Background: an optimization exercise with open tools, aiming at small area and a short achievable clock period. Do not read the settings as production practice.
Function was checked by simulation only, so behaviour that the tests miss may differ from the original.
Power is estimated from default activity; no workload was simulated.

==> design.v <==
module alu(a, b, f, s);
  input signed [15:0] a, b;  
  input [4:0] f;  
  output signed [15:0] s;  
  reg signed [15:0] s;  
  always @(a, b, f)
    case(f)
      5'b00000  : s = b + a;
      5'b00001  : s = b - a;
      5'b00010  : s = b * a;
      5'b00011  : s = b << a;
      5'b00100  : s = b >> a;
      5'b00101 : s = b & a;
      5'b00110  : s = b | a;
      5'b00111 : s = b ^ a;
      5'b01000  : s = b && a;
      5'b01001   : s = b || a;
      5'b01010   : s = b == a;
      5'b01011   : s = b != a;
      5'b01100   : s = b >= a;
      5'b01101   : s = b <= a;
      5'b01110   : s = b > a;
      5'b01111   : s = b < a;
      5'b10000  : s = -a;
      5'b10001 : s = ~a;
      5'b10010  : s = !a;
      default : s = 16'h0000;
    endcase
endmodule
module stack(clk, load, push, pop, d, qtop, qnext);
  parameter N=16;
  input clk, load, push, pop;
  input [N-1:0] d;
  output [N-1:0] qtop, qnext;
  reg [N-1:0] q[0:3];
  assign qtop=q[0];
  assign qnext=q[1];
  always @(posedge clk)
    begin
      if (load) q[0] <= d; else if (pop) q[0] <= q[1];
      if (push) q[1] <= q[0]; else if (pop) q[1] <= q[2];
      if (push) q[2] <= q[1]; else if (pop) q[2] <= q[3];
      if (push) q[3] <= q[2]; else if (pop) q[3] <= {N{1'b0}};
    end
endmodule
module opstack(clk, num, op, x, qtop);
  input clk, num, op;
  input [15:0] x;
  output [15:0] qtop;
  wire [15:0] qnext, s;
  wire load, push, pop;
  reg [15:0] d;
  alu alu0(.a(qtop), .b(qnext), .f(x[4:0]), .s(s));
  stack stack0(clk, load, push, pop, d, qtop, qnext);
  assign load=num|op;
  assign push=num;
  assign pop=op&~x[4];
  always @(num, op, x, s)
    if (num) d=x;
    else if (op) d=s;
    else d=16'hXXXX;
endmodule
==> run.sh <==
#!/bin/bash
# synth_recipe.tcl (not shown) runs the flow's synth.tcl, then flattens the netlist and writes it again
# the make line also repeats each setting of config.mk as NAME=value (left out here)
make -C /OpenROAD-flow-scripts/flow DESIGN_CONFIG=/design/flow/config.mk WORK_HOME=/design/flow/orfs CLKGATE_MAP_FILE= SYNTH_SCRIPT=/design/flow/synth_recipe.tcl finish
==> config.mk <==
export PLATFORM = sky130hd
export DESIGN_NAME = opstack
export DESIGN_NICKNAME = opstack
export VERILOG_FILES = /design/flow/design.v
export SDC_FILE = /design/flow/constraint.sdc
export NUM_CORES = 4
export LEC_CHECK = 0
export CAP_MARGIN = 20
export CORE_MARGIN = 2
export CORE_UTILIZATION = 40
export SLEW_MARGIN = 20
==> constraint.sdc <==
create_clock -name core_clock -period 7.0 [get_ports {clk}]
set_input_delay 1.4000 -clock core_clock [delete_from_list [all_inputs] [get_ports {clk}]]
set_output_delay 1.4000 -clock core_clock [all_outputs]
set_load 0.01 [all_outputs]
==> impl_metrics.env <==
export IMPL_status="timing/DRC/antenna clean"
export IMPL_synth_cell_types=84
export IMPL_grt_pass1_vias=10200
export IMPL_hold_viol=0
export IMPL_clock_latency_ps=340
export IMPL_synth_edf_count=64
export IMPL_grt_setup_unrepaired="no"
export IMPL_cts_root_buf="clkbuf_16"
export IMPL_cap_violations=0
export IMPL_hpwl_um=33200
export IMPL_path_cells="inv_2 -> nor2_1 -> fa_1 -> inv_1 -> fa_1 -> inv_1 -> ha_1 -> inv_1 -> fa_1 -> inv_1 -> ha_1 -> inv_1 -> fa_1 -> inv_1 -> ha_1 -> o21a_1 -> o31a_1 -> o211ai_1 -> a21oi_1 -> o31ai_1 -> xnor2_1 -> a221oi_1 -> a32oi_1"
export IMPL_post_route_drc_count=0
export IMPL_crit_path_end="stack0.q[0][15]$_DFFE_PP_"
export IMPL_drt_iter0_drc=1584
export IMPL_cts_buffers=9
export IMPL_yosysSeqAreaShare=0.173
export IMPL_reg2reg_from="stack0.q[0][1]$_DFFE_PP_"
export IMPL_critPathMaxStageDelay_ps=870
export IMPL_grt_overflow=0
export IMPL_required_ps=7080
export IMPL_crit_top_cell="inv_1"
export IMPL_ios=35
export IMPL_crit_slowest_cell="edfxtp_1"
export IMPL_arrival_ps=6290
export IMPL_hold_class="flop to flop"
export IMPL_routed_wirelength_um=43200
export IMPL_worstMarginPinSlew_ps=1000
export IMPL_cts_resized=0
export IMPL_grt_total_usage=0.300
export IMPL_top_register="stack0.q"
export IMPL_drt_first_pass_iters=5
export IMPL_numPortBuffers=34
export IMPL_largest_reg_flops=64
export IMPL_grt_pass1_wl_um=64500
export IMPL_area_growth_pct=9.54
export IMPL_finalNetCount=1533
export IMPL_cts_path_max_buffers=2
export IMPL_routedWlPerCell_um=25.3
export IMPL_post_cts_setup_buffer_count=0
export IMPL_die_w_um=171
export IMPL_setup_tns_final_ps=0
export IMPL_critPathMaxFanout=18
export IMPL_power_density_nw_per_um2=413
export IMPL_report_final_slew_viol_count=0
export IMPL_synth_area_per_cell_um2=8.36
export IMPL_htree_levels=3
export IMPL_finalSetupViolCount=0
export IMPL_clk_pin_slew_ps=60
export IMPL_end_kind="flop"
export IMPL_cts_tree="yes"
export IMPL_die_y_um=171
export IMPL_antenna_found_initial=0
export IMPL_worstReg2RegEnd="stack0.q[0][15]$_DFFE_PP_"
export IMPL_rrSetupSlack_ps=780
export IMPL_synth_flop_cell="edfxtp_1"
export IMPL_diodes=0
export IMPL_critPathLaunchType="flop"
export IMPL_viasPerCell=6.15
export IMPL_layout_setup_ws_ps=783
export IMPL_gp_congestion=1.07
export IMPL_synthesis_area_um2=11100
export IMPL_leakagePower_nw=5.14
export IMPL_synth_seq_cells=64
export IMPL_largestRegisters="stack0.q x64"
export IMPL_fin_crit_sh=0.888
export IMPL_ys_warn_count=4
export IMPL_pre_cts_ws_ps=896
export IMPL_die_area_um2=29200
export IMPL_ir_drop_uv=444
export IMPL_crit_start="stack0.q[0][1]$_DFFE_PP_"
export IMPL_slew_headroom=0.327
export IMPL_vias=10500
export IMPL_worst_clock_skew_ps=6.40
export IMPL_synthCells=1331
export IMPL_numClockSinks=64
export IMPL_nFillCells=2742
export IMPL_whs_path_depth=1
export IMPL_drive_gt1_frac=0.0942
export IMPL_criticalPathCategory="flop to flop"
export IMPL_period_needed_ps=6220
export IMPL_grt_start_max_net_pins=61
export IMPL_async_flop_share=0
export IMPL_syn_nets=1542
export IMPL_initial_core_util=0.404
export IMPL_final_common_cell="inv_1"
export IMPL_seq_area_um2=1920
export IMPL_fmax_mhz=161
export IMPL_detail_route_antenna_nets=0
export IMPL_multi_input_area_um2=8190
export IMPL_ctsHoldBuffers=0
export IMPL_layout_common_cells="inv_1, nand2_1, nor2_1"
export IMPL_r2r_cells=23
export IMPL_rows=61
export IMPL_fp_coreArea_um2=27600
-- synthesized netlist by cell type (all sizes together), types with 17 or more instances --
| master | count | area share |
|---|---|---|
| inv | 171 | 0.058 |
| nand2 | 141 | 0.048 |
| nor2 | 119 | 0.041 |
| ha | 112 | 0.13 |
| fa | 80 | 0.14 |
| clkbuf | 64 | 0.022 |
| edfxtp | 64 | 0.17 |
| a21oi | 62 | 0.028 |
| o21ai | 45 | 0.020 |
| xnor2 | 45 | 0.036 |
| nor3 | 44 | 0.022 |
| mux2 | 39 | 0.039 |
| buf | 27 | 0.012 |
| nand3 | 24 | 0.011 |
| and2 | 22 | 0.012 |
| nor4 | 17 | 0.010 |
-- power breakdown --
group | internal (mW) | switching [mW]
clock | 0.349 | 0.184
combinational | 1.57 | 2.34
sequential | 0.488 | 0.0969
total | 2.41 | 2.62
-- layout make-up --
type,count,area share
clock inverter,7,0.00975
tap,378,0.0388
timing repair buffer,71,0.0503
multi-input combinational,1002,0.671
sequential,64,0.158
clock buffer,9,0.0185
inverter,174,0.0536
-- how the worst min path moves through the flow --
stage	to	slack, ps	start
6_report	stack0.q[2][4]$_DFFE_PP_	550	stack0.q[3][4]$_SDFFCE_PN0P_
5_1_grt	stack0.q[2][1]$_DFFE_PP_	560	stack0.q[3][1]$_SDFFCE_PN0P_
4_1_cts	stack0.q[3][6]$_SDFFCE_PN0P_	550	stack0.q[2][6]$_DFFE_PP_
3_5_place_dp	stack0.q[2][13]$_DFFE_PP_	530	stack0.q[3][13]$_SDFFCE_PN0P_
3_3_place_gp	stack0.q[2][4]$_DFFE_PP_	530	stack0.q[3][4]$_SDFFCE_PN0P_
2_1_floorplan	stack0.q[2][12]$_DFFE_PP_	520	stack0.q[3][12]$_SDFFCE_PN0P_
-- metrics by stage --
stage | cell area, µm² | std cells | util | hold slack, ps | power, mW
after floorplan | 11100 | 1331 | - | 525 | 3.28
after global placement | 11800 | 1689 | 0.430 | 526 | 4.41
after detailed placement | 11800 | 1689 | 0.430 | 533 | 4.47
after CTS | 12200 | 1705 | 0.442 | 553 | 5.02
after global routing | 12200 | 1705 | 0.442 | 561 | 5.46
final | 12200 | 1705 | 0.442 | 549 | 5.03
-- routing by layer --
metal / wire, µm / GRT usage / up-vias
met5: 0 / 0 / -
met4: 2620 / 0.155 / 0
met3: 5250 / 0.0828 / 153
met2: 17800 / 0.432 / 659
met1: 17600 / 0.409 / 5085
li1: - / - / 4587
-- critical path, delay by kind of cell, from the launching register on --
family,cells,cell delay (ps)
flip-flops,1,870
XOR/XNOR,1,240
adder cells (fa/ha/maj),7,2510
buffers and inverters,7,440
AND/OR/NAND/NOR,1,310
AO/OA/AOI/OAI,7,1570
-- kinds of logic (layout without fill, tap and decap cells) --
kind of cell / after synthesis / count (layout) / share of synthesized area
and+or+nand+nor: 421 / 421 / 0.177
AOI/OAI and AO/OA: 266 / 266 / 0.163
buffers and inverters: 265 / 261 / 0.0927
adders and majority gates: 192 / 192 / 0.270
muxes: 67 / 67 / 0.0781
DFF: 64 / 64 / 0.173
xor gates and xnor gates: 56 / 56 / 0.0460

-- port drivers added, routing unchanged --
How much do the figures lean on ideal ports? The routed layout below was timed once more, with nothing changed but the port constraints.
Step 1 (the two cells are an assumption about what drives the block):
set clk [get_ports {clk}]
set_driving_cell -lib_cell sky130_fd_sc_hd__clkbuf_16 $clk
set_driving_cell -lib_cell sky130_fd_sc_hd__buf_2 [delete_from_list [all_inputs] $clk]
Step 2, shift: input delay + t, output delay - t, t = (earliest + latest rising clock arrival at the registers) / 2. This alone moves slack from input paths to output paths.
Slacks: ideal ports / drivers / drivers and shift; pairs: ideal ports / drivers.
shift t [ns]: 0.378
setup slack, ns: 0.783 / 0.783 / 0.783
hold slack, ns: 0.549 / 0.549 / 0.549
worst register clock-pin slew, ns: 0.06 / 0.06
After both steps setup and hold are still met in this run. For this run, drivers alone change the setup slack by 0.000 ns; drivers and shift together by 0.000 ns.
